Context: an optimization exercise on an open-source flow, tuned for small area, a short achievable clock period and few clock cycles. The choices shown serve that exercise and are no tape-out recipe.
At most, simulation tests tie the RTL to the original design; equivalence was not proved.
For runs 1 and 3, only the layout was checked, not whether the RTL still works.
Power and IR drop assume default switching activity.

==> flow/design.v (outline; a module is shown in full before it is edited, if it fits) <==
// module MyDesign: 210 lines
// module conv_tree: 1909 lines
module MyDesign(
      output reg        dut_busy                   ,
      input  wire       dut_run                    ,
      input  wire       reset_b                    ,
      input  wire       clk                        ,
      output            input_sram_write_enable    ,
      output     [11:0] input_sram_write_addresss  ,
      output     [15:0] input_sram_write_data      ,
      output     [11:0] input_sram_read_address    ,
      input wire [15:0] input_sram_read_data       ,
      output reg        output_sram_write_enable    ,
      output reg [11:0] output_sram_write_addresss  ,
      output reg [15:0] output_sram_write_data      ,
      output     [11:0] output_sram_read_address    ,
      input wire [15:0] output_sram_read_data       ,
      output            scratchpad_sram_write_enable    ,
      output     [11:0] scratchpad_sram_write_addresss  ,
      output     [15:0] scratchpad_sram_write_data      ,
      output     [11:0] scratchpad_sram_read_address    ,
      input wire [15:0] scratchpad_sram_read_data       ,
      output            weights_sram_write_enable    ,
      output     [11:0] weights_sram_write_addresss  ,
      output     [15:0] weights_sram_write_data      ,
      output reg [11:0] weights_sram_read_address    ,
      input wire [15:0] weights_sram_read_data
);
  // ...
==> flow/run.sh <==
#!/bin/bash
# synth_recipe.tcl (not shown) runs the flow's synth.tcl, then flattens the netlist and writes it again
# the make line also repeats each setting of config.mk as NAME=value (left out here)
make -C /OpenROAD-flow-scripts/flow DESIGN_CONFIG=/design/flow/config.mk WORK_HOME=/design/flow/orfs CLKGATE_MAP_FILE= SYNTH_SCRIPT=/design/flow/synth_recipe.tcl finish
==> flow/config.mk <==
export PLATFORM = sky130hd
export DESIGN_NAME = MyDesign
export DESIGN_NICKNAME = MyDesign
export VERILOG_FILES = /design/flow/design.v
export SDC_FILE = /design/flow/constraint.sdc
export NUM_CORES = 4
export LEC_CHECK = 0
export CAP_MARGIN = 20
export CORE_MARGIN = 2
export CORE_UTILIZATION = 40
export SLEW_MARGIN = 20
==> flow/constraint.sdc <==
create_clock -name core_clock -period 13.0 [get_ports {clk}]
set_input_delay 2.6000 -clock core_clock [delete_from_list [all_inputs] [get_ports {clk}]]
set_output_delay 2.6000 -clock core_clock [all_outputs]
set_load 0.01 [all_outputs]
==> impl_metrics.yaml, run 1 <==
yosys:
  synth_top_area_cell: "fa_1"
  ys.warnings.count: 3
  synth.top_cell.area_share_pct: 32.1
  synth_compound_area_share_pct: 2.91
  synth_most_common_cell: "inv_1"
final_layout:
  nClkBuffers: 81
  layoutNonFillerInstCount: 4364
  buffer_area_share_pct: 2.55
worst_setup_path:
  cp_slowest_cell: "mux2i_1"
  cp.depth: 9
  critPathLaunchType: "flip-flop"
  crit_type: "reg2reg"
  critPathLaunch: "sel_b$_SDFF_PN0_"
  cp_slowest_stage_delay_ns: 1.07
  r2r-start: "sel_b$_SDFF_PN0_"
  cp_max_fo: 48
route:
  via_count: 20737
timing:
  setup_slack_ns: 8.34
  fin_crit_sh_pct: 35.9
  min_period_ns: 4.66
pwr:
  finalPower_mw: 8.75
  comb_power_share_pct: 53.9
floorplanning:
  num_tap_cells: 1134
clock_network:
  post_cts.repair.setup_buffers: 0
outcome:
  status: "timing/DRC/antenna clean"
global_route:
  grt_max_degree: 49
min_path:
  holdPathStages: 0
==> module MyDesign, before the edit <==
module MyDesign(
      output reg        dut_busy                   ,
      input  wire       dut_run                    ,
      input  wire       reset_b                    ,
      input  wire       clk                        ,
      output            input_sram_write_enable    ,
      output     [11:0] input_sram_write_addresss  ,
      output     [15:0] input_sram_write_data      ,
      output     [11:0] input_sram_read_address    ,
      input wire [15:0] input_sram_read_data       ,
      output reg        output_sram_write_enable    ,
      output reg [11:0] output_sram_write_addresss  ,
      output reg [15:0] output_sram_write_data      ,
      output     [11:0] output_sram_read_address    ,
      input wire [15:0] output_sram_read_data       ,
      output            scratchpad_sram_write_enable    ,
      output     [11:0] scratchpad_sram_write_addresss  ,
      output     [15:0] scratchpad_sram_write_data      ,
      output     [11:0] scratchpad_sram_read_address    ,
      input wire [15:0] scratchpad_sram_read_data       ,
      output            weights_sram_write_enable    ,
      output     [11:0] weights_sram_write_addresss  ,
      output     [15:0] weights_sram_write_data      ,
      output reg [11:0] weights_sram_read_address    ,
      input wire [15:0] weights_sram_read_data
);
  assign input_sram_write_enable        = 1'b0;
  assign input_sram_write_addresss      = 12'd0;
  assign input_sram_write_data          = 16'd0;
  assign output_sram_read_address       = 12'd0;
  assign scratchpad_sram_write_enable   = 1'b0;
  assign scratchpad_sram_write_addresss = 12'd0;
  assign scratchpad_sram_write_data     = 16'd0;
  assign scratchpad_sram_read_address   = 12'd0;
  assign weights_sram_write_enable      = 1'b0;
  assign weights_sram_write_addresss    = 12'd0;
  assign weights_sram_write_data        = 16'd0;
  localparam S_IDLE = 3'd0,    
             S_HDR  = 3'd1,    
             S_RUN  = 3'd2,    
             S_HW   = 3'd3,    
             S_DONE = 3'd4;    
  reg  [2:0]  state;
  reg  [11:0] addr;            
  reg  [11:0] cb;              
  reg  [5:0]  half;            
  reg  [1:0]  j;               
  reg  [4:0]  s;               
  reg  [4:0]  a;               
  reg  [2:0]  dcnt;            
  reg  last_s, last_a;
  always @(posedge clk) begin
    last_s <= (s == half[4:0] - 5'd1);
    last_a <= (a == half[4:0] - 5'd2);
  end
  wire hdr_end = (input_sram_read_data[7:0] == 8'hFF);
  wire        use_cb  = (j == 2'd3) && !(last_s && last_a);
  wire [11:0] abase   = use_cb ? cb : addr;
  wire [5:0]  ainc    = (j != 2'd3) ? half : 6'd0;
  wire        acin    = (j == 2'd3);
  wire [5:0]  ainc2   = (j == 2'd3 && last_s && !last_a) ? half : ainc;
  wire [11:0] addr_nx = abase + {6'd0, ainc2} + {11'd0, acin};
  always @(posedge clk) begin
    if (!reset_b) begin
      state <= S_IDLE;
      addr  <= 12'd0;
      dut_busy <= 1'b0;
      j <= 2'd0; s <= 5'd0; a <= 5'd0;
      dcnt <= 3'd0;
    end else begin
      case (state)
        S_IDLE: begin
          addr <= 12'd0;
          if (dut_run) begin
            state    <= S_HDR;
            dut_busy <= 1'b1;
          end
        end
        S_HDR: begin
          half <= input_sram_read_data[6:1];
          j <= 2'd0; s <= 5'd0; a <= 5'd0;
          addr <= addr + 12'd1;
          cb   <= addr + 12'd1;
          dcnt <= 3'd0;
          state <= hdr_end ? S_DONE : S_RUN;
        end
        S_RUN: begin
          addr <= addr_nx;
          j <= j + 2'd1;
          if (j == 2'd3) begin
            cb <= addr_nx;
            if (last_s) begin
              s <= 5'd0;
              a <= a + 5'd1;
              if (last_a) state <= S_HW;
            end else begin
              s <= s + 5'd1;
            end
          end
        end
        S_HW: begin
          state <= S_HDR;
        end
        S_DONE: begin
          dcnt <= dcnt + 3'd1;
          if (dcnt == 3'd6) begin
            dut_busy <= 1'b0;
            state    <= S_IDLE;
            addr     <= 12'd0;
          end
        end
        default: state <= S_IDLE;
      endcase
    end
  end
  assign input_sram_read_address = addr;
  reg  [2:0]  waddr;
  reg  [7:0]  kr [0:8];
  always @(posedge clk) begin
    if (!reset_b) begin
      waddr <= 3'd0;
    end else if (state == S_IDLE && dut_run) begin
      waddr <= 3'd1;
    end else if (waddr != 3'd0) begin
      waddr <= (waddr == 3'd5) ? 3'd0 : waddr + 3'd1;
    end
    case (waddr)
      3'd1: begin kr[0] <= weights_sram_read_data[15:8]; kr[1] <= weights_sram_read_data[7:0]; end
      3'd2: begin kr[2] <= weights_sram_read_data[15:8]; kr[3] <= weights_sram_read_data[7:0]; end
      3'd3: begin kr[4] <= weights_sram_read_data[15:8]; kr[5] <= weights_sram_read_data[7:0]; end
      3'd4: begin kr[6] <= weights_sram_read_data[15:8]; kr[7] <= weights_sram_read_data[7:0]; end
      3'd5: begin kr[8] <= weights_sram_read_data[15:8]; end
      default: ;
    endcase
  end
  always @(*) weights_sram_read_address = {9'd0, waddr};
  reg [15:0] sr0, sr1, sr2, sr3, sr4, sr5, sr6;
  reg [7:0]  sr7, sr8;        
  always @(posedge clk) begin
    sr0 <= input_sram_read_data;
    sr1 <= sr0; sr2 <= sr1; sr3 <= sr2; sr4 <= sr3; sr5 <= sr4; sr6 <= sr5;
    sr7 <= sr6[7:0]; sr8 <= sr7;
  end
  wire tag_start = (state == S_RUN) && (j == 2'd2) && (s != 5'd0);
  wire tag_last  = tag_start && last_s && last_a;
  reg  [9:1] tg, lt;
  reg        sel_a, sel_b;
  always @(posedge clk) begin
    if (!reset_b) begin
      tg <= 9'd0; lt <= 9'd0; sel_a <= 1'b0; sel_b <= 1'b0;
    end else begin
      tg <= {tg[8:1], tag_start};
      lt <= {lt[8:1], tag_last};
      sel_a <= tg[1] | tg[2];
      sel_b <= tg[3] | tg[4];
    end
  end
  wire [7:0] x00 = sel_a ? sr6[15:8] : sr8;
  wire [7:0] x01 = sel_a ? sr6[7:0]  : sr4[15:8];
  wire [7:0] x02 = sel_a ? sr2[15:8] : sr4[7:0];
  wire [7:0] x10 = sel_b ? sr7 : sr5[15:8];
  wire [7:0] x11 = sel_b ? sr3[15:8] : sr5[7:0];
  wire [7:0] x12 = sel_b ? sr3[7:0] : sr1[15:8];
  wire [7:0] x20 = sel_b ? sr6[7:0] : sr4[15:8];
  wire [7:0] x21 = sel_b ? sr2[15:8] : sr4[7:0];
  wire [7:0] x22 = sel_b ? sr2[7:0] : sr0[15:8];
  wire [18:0] ra, rb;
  conv_tree u_tree (
    .clk(clk),
    .k({kr[8], kr[7], kr[6], kr[5], kr[4], kr[3], kr[2], kr[1], kr[0]}),
    .x({x22, x21, x20, x12, x11, x10, x02, x01, x00}),
    .ra(ra), .rb(rb)
  );
  wire [18:0] conv = ra + rb;
  wire [6:0]  cl   = conv[18] ? 7'd0 : ((|conv[17:7]) ? 7'd127 : conv[6:0]);
  reg  [6:0]  clr;
  reg  [6:0]  pool;
  always @(posedge clk) begin
    clr <= cl;
    if (tg[5] || clr > pool) pool <= clr;
  end
  reg hi_full;
  always @(posedge clk) begin
    if (!reset_b) begin
      output_sram_write_enable <= 1'b0;
      output_sram_write_addresss <= 12'd0;
      hi_full <= 1'b0;
    end else begin
      output_sram_write_enable <= 1'b0;
      if (output_sram_write_enable)
        output_sram_write_addresss <= output_sram_write_addresss + 12'd1;
      if (state == S_IDLE) begin
        output_sram_write_addresss <= 12'd0;
        hi_full <= 1'b0;
      end
      if (tg[9]) begin
        if (!hi_full) begin
          output_sram_write_data[15:8] <= {1'b0, pool};
          output_sram_write_data[7:0]  <= 8'd0;
          if (lt[9]) output_sram_write_enable <= 1'b1;
          else       hi_full <= 1'b1;
        end else begin
          output_sram_write_data[7:0] <= {1'b0, pool};
          output_sram_write_enable <= 1'b1;
          hi_full <= 1'b0;
        end
      end
    end
  end
endmodule
==> run 2, diff against run 1 <==
--- a/flow/design.v
+++ b/flow/design.v
@@ -50,7 +50,4 @@
   reg  [2:0]  dcnt;            
-  reg  last_s, last_a;
-  always @(posedge clk) begin
-    last_s <= (s == half[4:0] - 5'd1);
-    last_a <= (a == half[4:0] - 5'd2);
-  end
+  wire last_s = (s == half[4:0] - 5'd1);
+  wire last_a = (a == half[4:0] - 5'd2);
   wire hdr_end = (input_sram_read_data[7:0] == 8'hFF);
@@ -105,3 +102,3 @@
           dcnt <= dcnt + 3'd1;
-          if (dcnt == 3'd6) begin
+          if (dcnt == 3'd5) begin
             dut_busy <= 1'b0;
@@ -145,12 +142,11 @@
   wire tag_last  = tag_start && last_s && last_a;
-  reg  [9:1] tg, lt;
-  reg        sel_a, sel_b;
+  reg  [8:1] tg, lt;
+  reg        sel_a;
   always @(posedge clk) begin
     if (!reset_b) begin
-      tg <= 9'd0; lt <= 9'd0; sel_a <= 1'b0; sel_b <= 1'b0;
+      tg <= 8'd0; lt <= 8'd0; sel_a <= 1'b0;
     end else begin
-      tg <= {tg[8:1], tag_start};
-      lt <= {lt[8:1], tag_last};
+      tg <= {tg[7:1], tag_start};
+      lt <= {lt[7:1], tag_last};
       sel_a <= tg[1] | tg[2];
-      sel_b <= tg[3] | tg[4];
     end
@@ -160,8 +156,8 @@
   wire [7:0] x02 = sel_a ? sr2[15:8] : sr4[7:0];
-  wire [7:0] x10 = sel_b ? sr7 : sr5[15:8];
-  wire [7:0] x11 = sel_b ? sr3[15:8] : sr5[7:0];
-  wire [7:0] x12 = sel_b ? sr3[7:0] : sr1[15:8];
-  wire [7:0] x20 = sel_b ? sr6[7:0] : sr4[15:8];
-  wire [7:0] x21 = sel_b ? sr2[15:8] : sr4[7:0];
-  wire [7:0] x22 = sel_b ? sr2[7:0] : sr0[15:8];
+  wire [7:0] x10 = sel_a ? sr5[15:8] : sr7;
+  wire [7:0] x11 = sel_a ? sr5[7:0]  : sr3[15:8];
+  wire [7:0] x12 = sel_a ? sr1[15:8] : sr3[7:0];
+  wire [7:0] x20 = sel_a ? sr4[15:8] : sr6[7:0];
+  wire [7:0] x21 = sel_a ? sr4[7:0]  : sr2[15:8];
+  wire [7:0] x22 = sel_a ? sr0[15:8] : sr2[7:0];
   wire [18:0] ra, rb;
@@ -175,7 +171,5 @@
   wire [6:0]  cl   = conv[18] ? 7'd0 : ((|conv[17:7]) ? 7'd127 : conv[6:0]);
-  reg  [6:0]  clr;
   reg  [6:0]  pool;
   always @(posedge clk) begin
-    clr <= cl;
-    if (tg[5] || clr > pool) pool <= clr;
+    if (tg[4] || cl > pool) pool <= cl;
   end
@@ -195,3 +189,3 @@
       end
-      if (tg[9]) begin
+      if (tg[8]) begin
         if (!hi_full) begin
@@ -199,3 +193,3 @@
           output_sram_write_data[7:0]  <= 8'd0;
-          if (lt[9]) output_sram_write_enable <= 1'b1;
+          if (lt[8]) output_sram_write_enable <= 1'b1;
           else       hi_full <= 1'b1;
==> run 2 against run 1 <==
  * Die area shrank 1.0%
  * Global-route usage decreased by 0.30 points
  * Total power up 2.3%
  * Design area down 1.4%
  * Final cell count fell by 3.3%
  * Register-to-register slack got worse by 0.78 ns
  * Worst hold slack worse by 0.0042 ns
  * Sequential power about the same
  * Synthesized area down 1.0%
  * Worst setup slack worse by 0.78 ns
  * Utilization down 0.40 points
  * Non-clock buffer count fell by 4
  * Still clean on timing, DRC and antenna
==> impl_metrics.yaml, run 2 <==
outcome:
  status: "timing/DRC/antenna clean"
clock_network:
  post_cts_resized: 0
  cts_tree: "done"
  clk_latency_ns: 0.65
  numCtsBuffers: 58
  ctsHoldBuffers: 0
  htreeDepth: 2
  ctsLongestPathBuffers: 3
  clk_pin_slew_ns: 0.06
  cts_sinks: 538
  post_cts.repair.setup_buffers: 0
  root_buffer: "clkbuf_16"
final_layout:
  top_regs: "u_tree.mid x196, kr x72"
  regMostFlops: "u_tree.mid"
  layout_common_cells: "fa_1, inv_1, dfxtp_1, nand2_1, and2_1"
  antenna_cells: 0
  largest_register_ffs: 196
  layout.nets: 3768
  layout-drive-gt1-share_pct: 6.25
  mostFrequentLayoutCell: "fa_1"
  syn2layout_area_growth_pct: 11.0
pwr:
  leakagePower_nw: 16.4
  finalPower_mw: 8.95
  peakVddDrop_mv: 0.370
  power_density_mw_per_mm2: 241
timing:
  rsz0062_at_grt: "false"
  max_freq_ghz: 0.184
  fin_crit_sh_pct: 41.9
  tightest_slew_ns: 1.18
  setup-tns-final_ns: 0
  min_period_ns: 5.44
  finalSetupViolCount: 0
  slew_headroom_pct: 18.7
  finalHoldViolCount: 0
  fin_worst_skew_ns: 0.0387
  drv_slew: 0
route:
  avgViaCountPerCell: 4.78
  firstDrtPassIters: 5
  ant_nets: 0
  routedWlPerCell_um: 21.3
  finalWirelength_um: 89800
  drt_drc_violations_left: 0
  drt_iter0_drc: 1367
  via_count: 20145
yosys:
  synth_edf_count: 111
  synth_cell_types: 64
  syn_inst: 2971
  ys_async_sr_fraction_pct: 0
  synth_most_common_cell: "fa_1"
  synth_top_area_cell: "fa_1"
  synthTopCellsByCount: "fa_1, inv_1, dfxtp_1, nand2_1, and2_1"
  synth_seq_cells: 538
  synth-seq-area-share_pct: 35.5
  ys.warnings.count: 3
  synthFlopType: "dfxtp_1"
  avgSynthCellArea_um2: 11.3
  netlist_area_mm2: 0.0335
  synth_area_leaders: "fa_1, dfxtp_1, edfxtp_1"
  synth.top_cell.area_share_pct: 32.5
global_route:
  grt_max_degree: 63
  grt-ovfl-total: 0
  grt_use_total_pct: 21.5
  antenna_found_initial: 3
  grt_pass1_wl_um: 134000
  grt_pass1_vias: 21371
floorplanning:
  core_area_mm2: 0.0833
  die_area_mm2: 0.0861
  die_w_um: 293
  die_y_um: 293
  io_pins: 232
  initial_core_util_pct: 40.2
  rows: 106
place:
  dp_hpwl_um: 70700
  place_congestion: 0.991
  place.port_buffers: 77
min_path:
  hp-class: "reg2reg"
worst_setup_path:
  worstPathArrival_ns: 5.70
  critPathCaptureType: "flip-flop"
  critPathLaunchType: "flip-flop"
  crit_type: "reg2reg"
  cp_max_fo: 8
  crit_required_ns: 13.26
run:
  drv_cap: 0
run 2: cell types whose count changed after synthesis, sizes merged, moves of 9 or more:
cell / delta
nor2: -24
nand3: -11
xor2: -9
nor2b: -19
nand2: -38
and2: +19
xnor2: +10
dfxtp: -12
inv: -46
run 2: worst paths after layout:
| kind | cells after the start | endpoint | startpoint | slack (ns) |
|---|---|---|---|---|
| min reg2reg | 0 | sr2[2]$_DFF_P_ | sr1[2]$_DFF_P_ | 0.32 |
| max | 19 | pool[5]$_DFFE_PP_ | u_tree.ra[0]$_DFF_P_ | 7.56 |
| max reg2reg | 19 | pool[5]$_DFFE_PP_ | u_tree.ra[0]$_DFF_P_ | 7.56 |
| min | 0 | sr2[2]$_DFF_P_ | sr1[2]$_DFF_P_ | 0.32 |
run 2: metal layers:
layer  global-route usage, %  wire [um]  part of all wire, %
met1                    27.3      36400                   40
met2                    34.9      41600                   46
met3                    5.06       7240                  8.1
met4                    9.74       4590                  5.1
met5                       0          0                    0
run 2: power by group:
group | switching [mW] | leakage, nW | internal (mW)
clock network | 0.701 | 0.953 | 0.963
logic | 2.89 | 10.8 | 2.07
registers | 0.176 | 4.60 | 2.15
total | 3.77 | 16.4 | 5.19
run 2: cells by family (layout without fill, tap and decap cells):
| group | Yosys count | after routing | share of synthesized area (%) |
|---|---|---|---|
| compound gates | 170 | 170 | 3.39 |
| xor+xnor | 63 | 63 | 1.65 |
| fa+ha+maj | 609 | 609 | 34.9 |
| buf+inv | 692 | 738 | 9.14 |
| flops | 538 | 538 | 35.5 |
| mux | 88 | 88 | 2.87 |
| other cells | 1 | 122 | 0.0112 |
| simple gates | 810 | 810 | 12.5 |
run 2: area by class of cell:
class / instances / area (um2)
well taps: 1080 / 1350
clock inverters: 22 / 245
fillers: 7774 / 46100
flip-flops and latches: 538 / 11900
inverters: 533 / 2000
repair buffers: 99 / 936
multi-input cells: 1862 / 19000
clock buffers: 84 / 1710
run 2: critical path: stages (launching register included):
cell and delay [ns]:
dfxtp_1 0.30, ha_1 0.24, fa_1 0.44, a211oi_1 0.28, o21ai_1 0.19, a211o_1 0.33
o32ai_1 0.23, a31oi_1 0.10, or4_1 0.53, or4_1 0.60, o31a_1 0.36, ha_1 0.30
nor2b_1 0.13, o21a_1 0.12, o21a_1 0.10, o21a_1 0.10, o21ai_0 0.07, nand2b_1 0.07
a21oi_1 0.06, o21bai_1 0.53
run 2: per-stage QoR:
stage | cell area, um2 | std cells | hold slack, ns | worst slack, ns | utilization [%]
after floorplan | 33900 | 3092 | 0.310 | 8.23 | -
after global placement | 35200 | 4112 | 0.313 | 7.58 | 42.3
after detailed placement | 35200 | 4112 | 0.312 | 7.54 | 42.3
after CTS | 37200 | 4218 | 0.322 | 7.52 | 44.6
after global routing | 37200 | 4218 | 0.328 | 7.25 | 44.6
final | 37200 | 4218 | 0.323 | 7.56 | 44.6
Testbench counts of run 2, summed over its fixed seeds: cycles 72,122.
==> run 3, diff against run 2 <==
--- a/flow/design.v
+++ b/flow/design.v
@@ -50,11 +50,16 @@
   reg  [2:0]  dcnt;            
-  wire last_s = (s == half[4:0] - 5'd1);
-  wire last_a = (a == half[4:0] - 5'd2);
+  reg  last_s, last_a;
+  always @(posedge clk) begin
+    last_s <= (s == half[4:0] - 5'd1);
+    last_a <= (a == half[4:0] - 5'd2);
+  end
   wire hdr_end = (input_sram_read_data[7:0] == 8'hFF);
-  wire        use_cb  = (j == 2'd3) && !(last_s && last_a);
+  reg         use_cb, inc_half, inc_one;
   wire [11:0] abase   = use_cb ? cb : addr;
-  wire [5:0]  ainc    = (j != 2'd3) ? half : 6'd0;
-  wire        acin    = (j == 2'd3);
-  wire [5:0]  ainc2   = (j == 2'd3 && last_s && !last_a) ? half : ainc;
-  wire [11:0] addr_nx = abase + {6'd0, ainc2} + {11'd0, acin};
+  wire [11:0] addr_nx = abase + {6'd0, inc_half ? half : 6'd0} + {11'd0, inc_one};
+  always @(posedge clk) begin
+    use_cb   <= (j == 2'd2) && !(last_s && last_a);
+    inc_half <= (j != 2'd2) || (last_s && !last_a);
+    inc_one  <= (j == 2'd2);
+  end
   always @(posedge clk) begin
@@ -102,3 +107,3 @@
           dcnt <= dcnt + 3'd1;
-          if (dcnt == 3'd5) begin
+          if (dcnt == 3'd6) begin
             dut_busy <= 1'b0;
@@ -133,8 +138,8 @@
   always @(*) weights_sram_read_address = {9'd0, waddr};
-  reg [15:0] sr0, sr1, sr2, sr3, sr4, sr5, sr6;
-  reg [7:0]  sr7, sr8;        
+  reg [15:0] sr0, sr1, sr2, sr3, sr4, sr5;
+  reg [7:0]  sr6, sr7;        
   always @(posedge clk) begin
     sr0 <= input_sram_read_data;
-    sr1 <= sr0; sr2 <= sr1; sr3 <= sr2; sr4 <= sr3; sr5 <= sr4; sr6 <= sr5;
-    sr7 <= sr6[7:0]; sr8 <= sr7;
+    sr1 <= sr0; sr2 <= sr1; sr3 <= sr2; sr4 <= sr3; sr5 <= sr4;
+    sr6 <= sr5[7:0]; sr7 <= sr6;
   end
@@ -142,22 +147,24 @@
   wire tag_last  = tag_start && last_s && last_a;
-  reg  [8:1] tg, lt;
-  reg        sel_a;
+  reg  [9:1] tg, lt;
   always @(posedge clk) begin
     if (!reset_b) begin
-      tg <= 8'd0; lt <= 8'd0; sel_a <= 1'b0;
+      tg <= 9'd0; lt <= 9'd0;
     end else begin
-      tg <= {tg[7:1], tag_start};
-      lt <= {lt[7:1], tag_last};
-      sel_a <= tg[1] | tg[2];
+      tg <= {tg[8:1], tag_start};
+      lt <= {lt[8:1], tag_last};
     end
   end
-  wire [7:0] x00 = sel_a ? sr6[15:8] : sr8;
-  wire [7:0] x01 = sel_a ? sr6[7:0]  : sr4[15:8];
-  wire [7:0] x02 = sel_a ? sr2[15:8] : sr4[7:0];
-  wire [7:0] x10 = sel_a ? sr5[15:8] : sr7;
-  wire [7:0] x11 = sel_a ? sr5[7:0]  : sr3[15:8];
-  wire [7:0] x12 = sel_a ? sr1[15:8] : sr3[7:0];
-  wire [7:0] x20 = sel_a ? sr4[15:8] : sr6[7:0];
-  wire [7:0] x21 = sel_a ? sr4[7:0]  : sr2[15:8];
-  wire [7:0] x22 = sel_a ? sr0[15:8] : sr2[7:0];
+  wire sel_a = tg[1] | tg[2];
+  reg  [7:0] x00, x01, x02, x10, x11, x12, x20, x21, x22;
+  always @(posedge clk) begin
+    x00 <= sel_a ? sr5[15:8] : sr7;
+    x01 <= sel_a ? sr5[7:0]  : sr3[15:8];
+    x02 <= sel_a ? sr1[15:8] : sr3[7:0];
+    x10 <= sel_a ? sr4[15:8] : sr6;
+    x11 <= sel_a ? sr4[7:0]  : sr2[15:8];
+    x12 <= sel_a ? sr0[15:8] : sr2[7:0];
+    x20 <= sel_a ? sr3[15:8] : sr5[7:0];
+    x21 <= sel_a ? sr3[7:0]  : sr1[15:8];
+    x22 <= sel_a ? input_sram_read_data[15:8] : sr1[7:0];
+  end
   wire [18:0] ra, rb;
@@ -171,5 +178,7 @@
   wire [6:0]  cl   = conv[18] ? 7'd0 : ((|conv[17:7]) ? 7'd127 : conv[6:0]);
+  reg  [6:0]  clr;
   reg  [6:0]  pool;
   always @(posedge clk) begin
-    if (tg[4] || cl > pool) pool <= cl;
+    clr <= cl;
+    if (tg[5] || clr > pool) pool <= clr;
   end
@@ -189,3 +198,3 @@
       end
-      if (tg[8]) begin
+      if (tg[9]) begin
         if (!hi_full) begin
@@ -193,3 +202,3 @@
           output_sram_write_data[7:0]  <= 8'd0;
-          if (lt[8]) output_sram_write_enable <= 1'b1;
+          if (lt[9]) output_sram_write_enable <= 1'b1;
           else       hi_full <= 1'b1;
==> flow/flow/run.sh (new file) <==
#!/bin/bash
# Own layout flow: the standard flow (standard.sh) with two changes.
#  1. After the standard synthesis, fa_polarity.py chooses each full adder's polarity (a full
#     adder is self-dual) and swaps simple gates for their complements, so that most of the
#     inverters Yosys leaves between the adders of the multiplier tree go away. Registers and
#     their cells are untouched; the netlist computes the same function.
#  2. Ports are buffered with sky130_fd_sc_hd__buf_4 (one buffer per port, as the standard
#     flow does) instead of the buffer buffer_ports picks by itself.
# Each step's full output goes to a log file in the work folder.
set -euo pipefail
W=$PWD
RES=$W/orfs/results/${FLOW_PLATFORM}/MyDesign/base
bash standard.sh synth > 1_std_synth.log 2>&1
cp "$RES/1_2_yosys.v" 1_2_yosys.standard.v
python3 flow/fa_polarity.py 1_2_yosys.standard.v 1_2_yosys.polarity.v --size '^\\x[0-2][0-2]\[=sky130_fd_sc_hd__dfxtp_2' '^\\(addr|waddr|output_sram_write|dut_busy)=sky130_fd_sc_hd__dfxtp_2' > 2_fa_polarity.log 2>&1
cp 1_2_yosys.polarity.v "$RES/1_2_yosys.v"
rm -f "$RES/1_synth.odb" "$RES/1_synth.sdc"
bash standard.sh synth > 3_std_synth_odb.log 2>&1
bash standard.sh "BUFFER_PORTS_ARGS=-buffer_cell sky130_fd_sc_hd__buf_4" finish > 4_std_layout.log 2>&1
==> flow/flow/fa_polarity.py (new file) <==
#!/usr/bin/env python3
"""Remove inverters around full adders in a Yosys/ORFS gate netlist by choosing each full
adder's polarity. A full adder is self-dual: FA(~a, ~b, ~c) = (~sum, ~cout), so an FA cell may
compute on complemented inputs and produce complemented outputs. This picks, per FA cell, the
polarity that needs the fewest inverters, then rebuilds the inverters: for each signal at most one
inverter feeds every pin that needs its complement. Flip-flops and all other cells keep their
connections and function; nets connected to ports are left as they are.

Optionally also changes the drive strength of the cells whose instance names match a regular
expression (--size REGEX=CELL, e.g. to give registers that drive many loads a stronger cell).

usage: fa_polarity.py in.v out.v [--size REGEX=CELL ...]
"""
import re
import sys
import random

src = open(sys.argv[1]).read()
SIZES = []
for a in sys.argv[3:]:
    if a.startswith('--size'):
        continue
    rx, cell = a.rsplit('=', 1)
    SIZES.append((re.compile(rx), cell))
cell_re = re.compile(r'^(\s*)(sky130_fd_sc_hd__\w+)\s+(\S+)\s*\((.*?)\);\n', re.S | re.M)
pin_re = re.compile(r'\.(\w+)\(\s*(.*?)\s*\)\s*(?:,|$)', re.S)

cells = []          # [type, name, {pin: net}, order]
spans = []
for m in cell_re.finditer(src):
    typ, name, body = m.group(2), m.group(3), m.group(4)
    pins = [(p, n.strip()) for p, n in pin_re.findall(body)]
    cells.append([typ, name, dict(pins), [p for p, _ in pins]])
    spans.append((m.start(), m.end()))

OUTPINS = {'X', 'Y', 'Q', 'Q_N', 'SUM', 'COUT', 'HI', 'LO'}
# complement pairs with the same inputs: (cell, output pin, area)
PAIRS = [("and2_1", "X", 6.256, "nand2_1", "Y", 3.7536), ("and2_0", "X", 6.256, "nand2_1", "Y", 3.7536),
         ("or2_1", "X", 6.256, "nor2_1", "Y", 3.7536), ("xor2_1", "X", 8.7584, "xnor2_1", "Y", 8.7584),
         ("or2b_1", "X", 7.5072, "nor2b_1", "Y", 6.256), ("and2b_1", "X", 7.5072, "nand2b_1", "Y", 6.256),
         ("a21o_1", "X", 7.5072, "a21oi_1", "Y", 5.0048), ("o21a_1", "X", 7.5072, "o21ai_0", "Y", 5.0048),
         ("a22o_1", "X", 8.7584, "a22oi_1", "Y", 7.5072), ("o22a_1", "X", 8.7584, "o22ai_1", "Y", 6.256),
         ("mux2_1", "X", 11.2608, "mux2i_1", "Y", 10.0096), ("and3_1", "X", 6.256, "nand3_1", "Y", 5.0048),
         ("or3_1", "X", 6.256, "nor3_1", "Y", 5.0048), ("a211o_1", "X", 8.7584, "a211oi_1", "Y", 7.5072),
         ("o211a_1", "X", 10.0096, "o211ai_1", "Y", 7.5072), ("a31o_1", "X", 8.7584, "a31oi_1", "Y", 6.256),
         ("o31a_1", "X", 8.7584, "o31ai_1", "Y", 7.5072), ("or3b_1", "X", 8.7584, "nor3b_1", "Y", 7.5072),
         ("and3b_1", "X", 8.7584, "nand3b_1", "Y", 7.5072), ("xor3_1", "X", 23.7728, "xnor3_1", "X", 22.5216),
         ("a2bb2o_1", "X", 10.0096, "a2bb2oi_1", "Y", 8.7584), ("o2bb2a_1", "X", 10.0096, "o2bb2ai_1", "Y", 8.7584),
         ("a32o_1", "X", 10.0096, "a32oi_1", "Y", 8.7584), ("and4_1", "X", 8.7584, "nand4_1", "Y", 6.256),
         ("or4_1", "X", 7.5072, "nor4_1", "Y", 6.256), ("a21bo_1", "X", 10.0096, "a21boi_0", "Y", 7.5072),
         ("o21ba_1", "X", 10.0096, "o21bai_1", "Y", 7.5072)]
COMP = {}
for a, ap, aa, b, bp, ba in PAIRS:
    COMP["sky130_fd_sc_hd__" + a] = ("sky130_fd_sc_hd__" + b, ap, bp, ba - aa)
    if "sky130_fd_sc_hd__" + b not in COMP:
        COMP["sky130_fd_sc_hd__" + b] = ("sky130_fd_sc_hd__" + a, bp, ap, aa - ba)
INV_AREA = 3.7536
def is_inv(t): return re.search(r'__(clk)?inv_\d+$', t) is not None
def is_fa(t): return re.search(r'__fa_\d+$', t) is not None

# port nets: anything declared input/output (bus bits written as name[i])
ports = set()
for m in re.finditer(r'^\s*(input|output)\s+(\[(\d+):(\d+)\]\s+)?(\S+?)\s*;', src, re.M):
    nm = m.group(5)
    if m.group(2):
        hi, lo = int(m.group(3)), int(m.group(4))
        for i in range(min(hi, lo), max(hi, lo) + 1):
            ports.add(f"{nm}[{i}]")
    ports.add(nm)

driver = {}
loads = {}
for ci, (typ, name, pins, order) in enumerate(cells):
    for p, n in pins.items():
        if p in OUTPINS:
            driver[n] = (ci, p)
        else:
            loads.setdefault(n, []).append((ci, p))

# root and parity through inverter chains
def root_of(n):
    par = 0
    seen = 0
    while n in driver and is_inv(cells[driver[n][0]][0]) and seen < 50:
        n = cells[driver[n][0]][2]['A']
        par ^= 1
        seen += 1
    return n, par

inv_cells = [ci for ci, c in enumerate(cells) if is_inv(c[0])]
fa_cells = [ci for ci, c in enumerate(cells) if is_fa(c[0])]
gate_cells = [ci for ci, c in enumerate(cells) if c[0] in COMP]
fa_index = {ci: k for k, ci in enumerate(fa_cells)}

# terminal loads of each root: (cell, pin, parity), over the root's inverter tree
term = {}
tree_nets = {}
def collect(r):
    res = []
    nets = []
    stack = [(r, 0)]
    while stack:
        n, par = stack.pop()
        nets.append(n)
        for (ci, p) in loads.get(n, []):
            if is_inv(cells[ci][0]):
                stack.append((cells[ci][2]['Y'], par ^ 1))
            else:
                res.append((ci, p, par))
    return res, nets

roots = set()
for ci in inv_cells:
    roots.add(root_of(cells[ci][2]['A'])[0])
for ci in fa_cells:
    for p in ('COUT', 'SUM'):
        roots.add(cells[ci][2][p])
    for p in ('A', 'B', 'CIN'):
        roots.add(root_of(cells[ci][2][p])[0])
for ci in gate_cells:
    roots.add(cells[ci][2][COMP[cells[ci][0]][1]])
frozen = set()
for r in roots:
    t, nets = collect(r)
    term[r] = t
    tree_nets[r] = nets
    if any(n in ports for n in nets) or r.startswith("1'"):
        frozen.add(r)

src_fa = {}
for ci in fa_cells:
    for p in ('COUT', 'SUM'):
        src_fa[cells[ci][2][p]] = fa_index[ci]
NF = len(fa_cells)
gate_var = {}
for k, ci in enumerate(gate_cells):
    gate_var[ci] = NF + k
    src_fa[cells[ci][2][COMP[cells[ci][0]][1]]] = NF + k
var_cell = fa_cells + gate_cells
fixed = set()
for r in frozen:
    if r in src_fa:
        fixed.add(src_fa[r])

# roots touched by each FA (its output roots and the roots feeding its inputs)
fa_roots = [set() for _ in var_cell]
for r in roots:
    if r in src_fa:
        fa_roots[src_fa[r]].add(r)
    for (ci, p, par) in term[r]:
        if ci in fa_index:
            fa_roots[fa_index[ci]].add(r)

pol = [0] * len(var_cell)
def var_cost(k):
    if k < NF or not pol[k]:
        return 0.0
    return COMP[cells[var_cell[k]][0]][3]

def cost_root(r):
    if r in frozen:
        return INV_AREA if any(par for (ci, p, par) in term[r]) else 0.0
    ps = pol[src_fa[r]] if r in src_fa else 0
    need = False
    for (ci, p, par) in term[r]:
        pl = pol[fa_index[ci]] if ci in fa_index else 0
        if par ^ pl ^ ps:
            need = True
            break
    return INV_AREA if need else 0.0

def total():
    return sum(cost_root(r) for r in roots) + sum(var_cost(k) for k in range(len(var_cell)))

before = sum(1 for _ in inv_cells)
start = total()
improved = True
it = 0
order = list(range(len(var_cell)))
rng = random.Random(1)
while improved and it < 50:
    improved = False
    it += 1
    rng.shuffle(order)
    for k in order:
        if k in fixed:
            continue
        rs = fa_roots[k]
        c0 = sum(cost_root(r) for r in rs) + var_cost(k)
        pol[k] ^= 1
        c1 = sum(cost_root(r) for r in rs) + var_cost(k)
        if c1 < c0 - 1e-9:
            improved = True
        else:
            pol[k] ^= 1
# simulated annealing on top of the greedy result
import math
cur = total()
best = cur
best_pol = pol[:]
free = [k for k in range(len(var_cell)) if k not in fixed]
T0, T1, STEPS = 4.0, 0.05, 400000
for step in range(STEPS):
    T = T0 * (T1 / T0) ** (step / STEPS)
    k = free[rng.randrange(len(free))]
    rs = fa_roots[k]
    c0 = sum(cost_root(r) for r in rs) + var_cost(k)
    pol[k] ^= 1
    c1 = sum(cost_root(r) for r in rs) + var_cost(k)
    d = c1 - c0
    if d <= 0 or rng.random() < math.exp(-d / T):
        cur += d
        if cur < best - 1e-9:
            best = cur
            best_pol = pol[:]
    else:
        pol[k] ^= 1
pol = best_pol
end = total()
sys.stderr.write(f"inverters before {before}, cost (um2) before {start:.1f}, after {end:.1f}, "
                 f"fa {len(fa_cells)} flipped {sum(pol[:NF])}, gates {len(gate_cells)} flipped {sum(pol[NF:])}, iterations {it}\n")

# rebuild: drop tree inverters of non-frozen roots, add one inverter per root that needs it
drop = set()
newcells = []
newwires = []
k = 0
for r in roots:
    if r in frozen:
        continue
    tr = term[r]
    ps = pol[src_fa[r]] if r in src_fa else 0
    for n in tree_nets[r]:
        if n in driver and is_inv(cells[driver[n][0]][0]):
            drop.add(driver[n][0])
    inv_net = None
    for (ci, p, par) in tr:
        pl = pol[fa_index[ci]] if ci in fa_index else 0
        if par ^ pl ^ ps:
            if inv_net is None:
                inv_net = f"_polfix_n{k}_"
                newwires.append(inv_net)
                newcells.append(("sky130_fd_sc_hd__inv_1", f"_polfix_i{k}_", {'A': r, 'Y': inv_net}, ['A', 'Y']))
                k += 1
            cells[ci][2][p] = inv_net
        else:
            cells[ci][2][p] = r

for ci, k in gate_var.items():
    if pol[k]:
        typ, name, pins, order = cells[ci]
        nt, op, np_, _ = COMP[typ]
        pins[np_] = pins.pop(op)
        cells[ci] = [nt, name, pins, [np_ if q == op else q for q in order]]
out = []
pos = 0
first = spans[0][0] if spans else len(src)
head = src[:first]
# declare new wires after the last wire declaration of the header
idx = head.rfind('\n  wire ')
idx = head.index('\n', idx + 1) + 1 if idx >= 0 else len(head)
head = head[:idx] + ''.join(f"  wire {w};\n" for w in newwires) + head[idx:]
out.append(head)
def fmt(typ, name, pins, order):
    body = ",\n".join(f"    .{p}({pins[p]}{' ' if pins[p].startswith(chr(92)) else ''})" for p in order)
    return f"  {typ} {name} (\n{body}\n  );\n"
nsized = 0
for ci, (typ, name, pins, order) in enumerate(cells):
    if ci in drop:
        continue
    for rx, cell in SIZES:
        if rx.search(name) and re.sub(r'_\d+$', '', typ) == re.sub(r'_\d+$', '', cell):
            typ = cell
            nsized += 1
            break
    out.append(fmt(typ, name, pins, order))
sys.stderr.write(f"resized {nsized} cells\n")
for c in newcells:
    out.append(fmt(*c))
out.append(src[spans[-1][1]:] if spans else "")
open(sys.argv[2], 'w').write(''.join(out))
sys.stderr.write(f"dropped {len(drop)} inverters, added {len(newcells)}\n")
==> flow/standard.sh (new file) <==
#!/bin/bash
# synth_recipe.tcl (not shown) runs the flow's synth.tcl, then flattens the netlist and writes it again
# the make line also repeats each setting of config.mk as NAME=value (left out here)
make -C /OpenROAD-flow-scripts/flow DESIGN_CONFIG=/design/flow/config.mk WORK_HOME=/design/flow/orfs CLKGATE_MAP_FILE= SYNTH_SCRIPT=/design/flow/synth_recipe.tcl "${@:-finish}"
--- a/flow/config.mk
+++ b/flow/config.mk
@@ -7,5 +7,5 @@
 export LEC_CHECK = 0
-export CAP_MARGIN = 20
+export CAP_MARGIN = 60
 export CORE_MARGIN = 2
 export CORE_UTILIZATION = 40
-export SLEW_MARGIN = 20
+export SLEW_MARGIN = 60
removed: flow/run.sh
==> run 3 against run 2 <==
  * Still clean
  * Sequential cell count increased by 69
  * Clock power increased by 16%
  * Synthesized area decreased by 0.60%
  * Wire length increased by 7.6%
  * Worst hold slack improved by 0.0015 ns
  * Register-to-register slack improved by 2.1 ns
  * Sequential share of layout area increased by 4.1 points
  * Critical endpoint is now input_sram_read_address[6]
==> impl_metrics.yaml, run 3 <==
timing:
  rsz0062_at_grt: "false"
  min_period_ns: 3.80
  fin_worst_skew_ns: 0.0497
  finalSetupViolCount: 0
  setup_slack_ns: 9.20
  tightest_slew_ns: 0.663
  max_freq_ghz: 0.263
  holdWs_ns: 0.324
  finalHoldViolCount: 0
  slew_headroom_pct: 55.8
  fin_crit_sh_pct: 29.2
  setup-tns-final_ns: 0
  drv_slew: 0
final_layout:
  mostFrequentLayoutCell: "fa_1"
  final_util_pct: 45.1
  largest_register_ffs: 196
  layout-drive-gt1-share_pct: 14.7
  final_area_mm2: 0.0371
  syn2layout_area_growth_pct: 11.5
  layout.nets: 3427
  top_regs: "u_tree.mid x196, kr x72"
  regMostFlops: "u_tree.mid"
  layout_common_cells: "fa_1, dfxtp_1, and2_1, nand2_1, inv_1"
  layoutNonFillerInstCount: 3876
floorplanning:
  rows: 105
  die_area_mm2: 0.0855
  die_y_um: 292
  initial_core_util_pct: 40.5
  core_area_mm2: 0.0822
  io_pins: 232
  die_w_um: 292
global_route:
  grt_pass1_vias: 21291
  grt_max_degree: 55
  grt_pass1_wl_um: 142000
  grt_use_total_pct: 23.1
  antenna_found_initial: 2
  grt-ovfl-total: 0
yosys:
  avgSynthCellArea_um2: 12.7
  syn_inst: 2618
  ys.warnings.count: 3
  netlist_area_mm2: 0.0333
pwr:
  leakagePower_nw: 15.3
  power_density_mw_per_mm2: 249
  finalPower_mw: 9.24
  peakVddDrop_mv: 0.347
route:
  routedWlPerCell_um: 24.9
  drt_iter0_drc: 1351
  drt_drc_violations_left: 0
  ant_nets: 0
  avgViaCountPerCell: 5.05
  via_count: 19555
  finalWirelength_um: 96600
  firstDrtPassIters: 5
clock_network:
  post_cts.repair.setup_buffers: 0
  numCtsBuffers: 66
  clk_pin_slew_ns: 0.06
  cts_sinks: 607
  htreeDepth: 3
  ctsHoldBuffers: 0
  ctsLongestPathBuffers: 3
  root_buffer: "clkbuf_16"
  cts_tree: "done"
  clk_latency_ns: 0.63
  post_cts_resized: 0
worst_setup_path:
  critPathLaunchType: "flip-flop"
  cp_max_fo: 8
  r2r-start: "kr[0][4]$_DFFE_PN_"
  cp_slowest_cell: "dfxtp_2"
  cp_cell_sequence: "buf_4"
  crit_family: "flip-flops"
  r2r_slack_ns: 9.62
  worstPathArrival_ns: 1.20
  reg2reg_depth: 7
  critPathCaptureType: "output pin"
  cp_slowest_stage_delay_ns: 0.41
  r2r-end: "u_tree.mid[102]$_DFF_P_"
  worst-path-buf-inv: 1
  crit_required_ns: 10.40
  crit_type: "reg2out"
place:
  post_dp_cell_area_mm2: 0.0348
  pre_cts_slack_ns: 8.95
  place_congestion: 0.938
  place.port_buffers: 77
  dp_hpwl_um: 76800
  dp.cells: 3750
min_path:
  hold_end: "sr1[3]$_DFF_P_"
  holdPathStages: 0
  hp-class: "reg2reg"
  hp-start: "sr0[3]$_DFF_P_"
run:
  drv_cap: 0
outcome:
  status: "timing/DRC/antenna clean"
-- run 3: how the worst max path moves through the flow --
stage	start	endpoint	slack (ns)	cells past startpoint
5_1_grt	addr[6]$_SDFFE_PN0P_	input_sram_read_address[6]	9.15	1
3_5_place_dp	reset_b	output_sram_write_data[13]$_DFFE_PP_	8.95	3
2_1_floorplan	reset_b	cb[0]$_DFFE_PP_	9.22	3
6_report	addr[6]$_SDFFE_PN0P_	input_sram_read_address[6]	9.20	1
3_3_place_gp	reset_b	cb[11]$_DFFE_PP_	8.44	4
4_1_cts	addr[6]$_SDFFE_PN0P_	input_sram_read_address[6]	9.16	1
-- run 3: worst reg2reg max path: stages (launching register included) --
cell and delay [ns]:
edfxtp_1 0.77, nand2_1 0.18, fa_1 0.49, ha_1 0.29
inv_1 0.05, fa_1 0.48, fa_1 0.52, fa_1 0.48
-- run 3: area by class of cell --
cell class	count	area (um2)
antenna	4	10.0
inverter	124	465
multi-input combinational	1853	18900
tap	1070	1340
sequential	607	13400
clock buffer	95	1880
clock inverter	24	373
fill	7478	45100
timing repair buffer	99	754
-- run 3: routing by layer --
layer,routed length [um],global-route usage (%),share of wire [%],vias up
met1,40000,30.1,41,10185
met4,4060,9.76,4.2,2
met5,12,0,0.012,-
li1,-,-,-,8385
met3,7050,4.86,7.3,195
met2,45500,37.5,47,788
-- run 3: power by group --
part           internal, mW  total [mW]  leakage (nW)  switching (mW)
clock network          1.13        1.92          1.10           0.788
registers              2.36        2.57          5.16           0.218
logic                  2.08        4.76          9.02            2.68

[re-timing with driven ports]
The flow's constraints put no driver on any port. The routed layouts listed below were extracted and timed again, unchanged, in two steps.
Step 1: set_driving_cell puts a clkbuf_16 on clk and a buf_2 on each other input, an assumption about the parent block.
Step 2 moves the port delays by t, midway between the first and last clock arrival at a register: inputs arrive t later, outputs are due t later. That takes back most of the time a late clock gives input paths.
a / b / c = no drivers / after step 1 / after step 2; a / b = the first two.
| run | t (ns) | setup WS [ns] | latest minus earliest clock arrival (ns) | slew at the worst register clock pin (ns) | worst slew at a driven data input, ns |
|---|---|---|---|---|---|
| run 1 | 0.696 | 8.336 / 8.336 / 8.336 | 0.061 / 0.061 | 0.07 / 0.07 | 0.06 |
| run 2 | 0.692 | 7.558 / 7.558 / 7.558 | 0.044 / 0.044 | 0.07 / 0.07 | 0.06 |
| run 3 | 0.671 | 9.204 / 9.141 / 9.047 | 0.053 / 0.053 | 0.06 / 0.06 | 0.06 |
After both steps setup and hold are still met in every run listed. The setup slack of run 3, which loses most, moves by -0.063 ns with the drivers and by -0.157 ns with both steps.
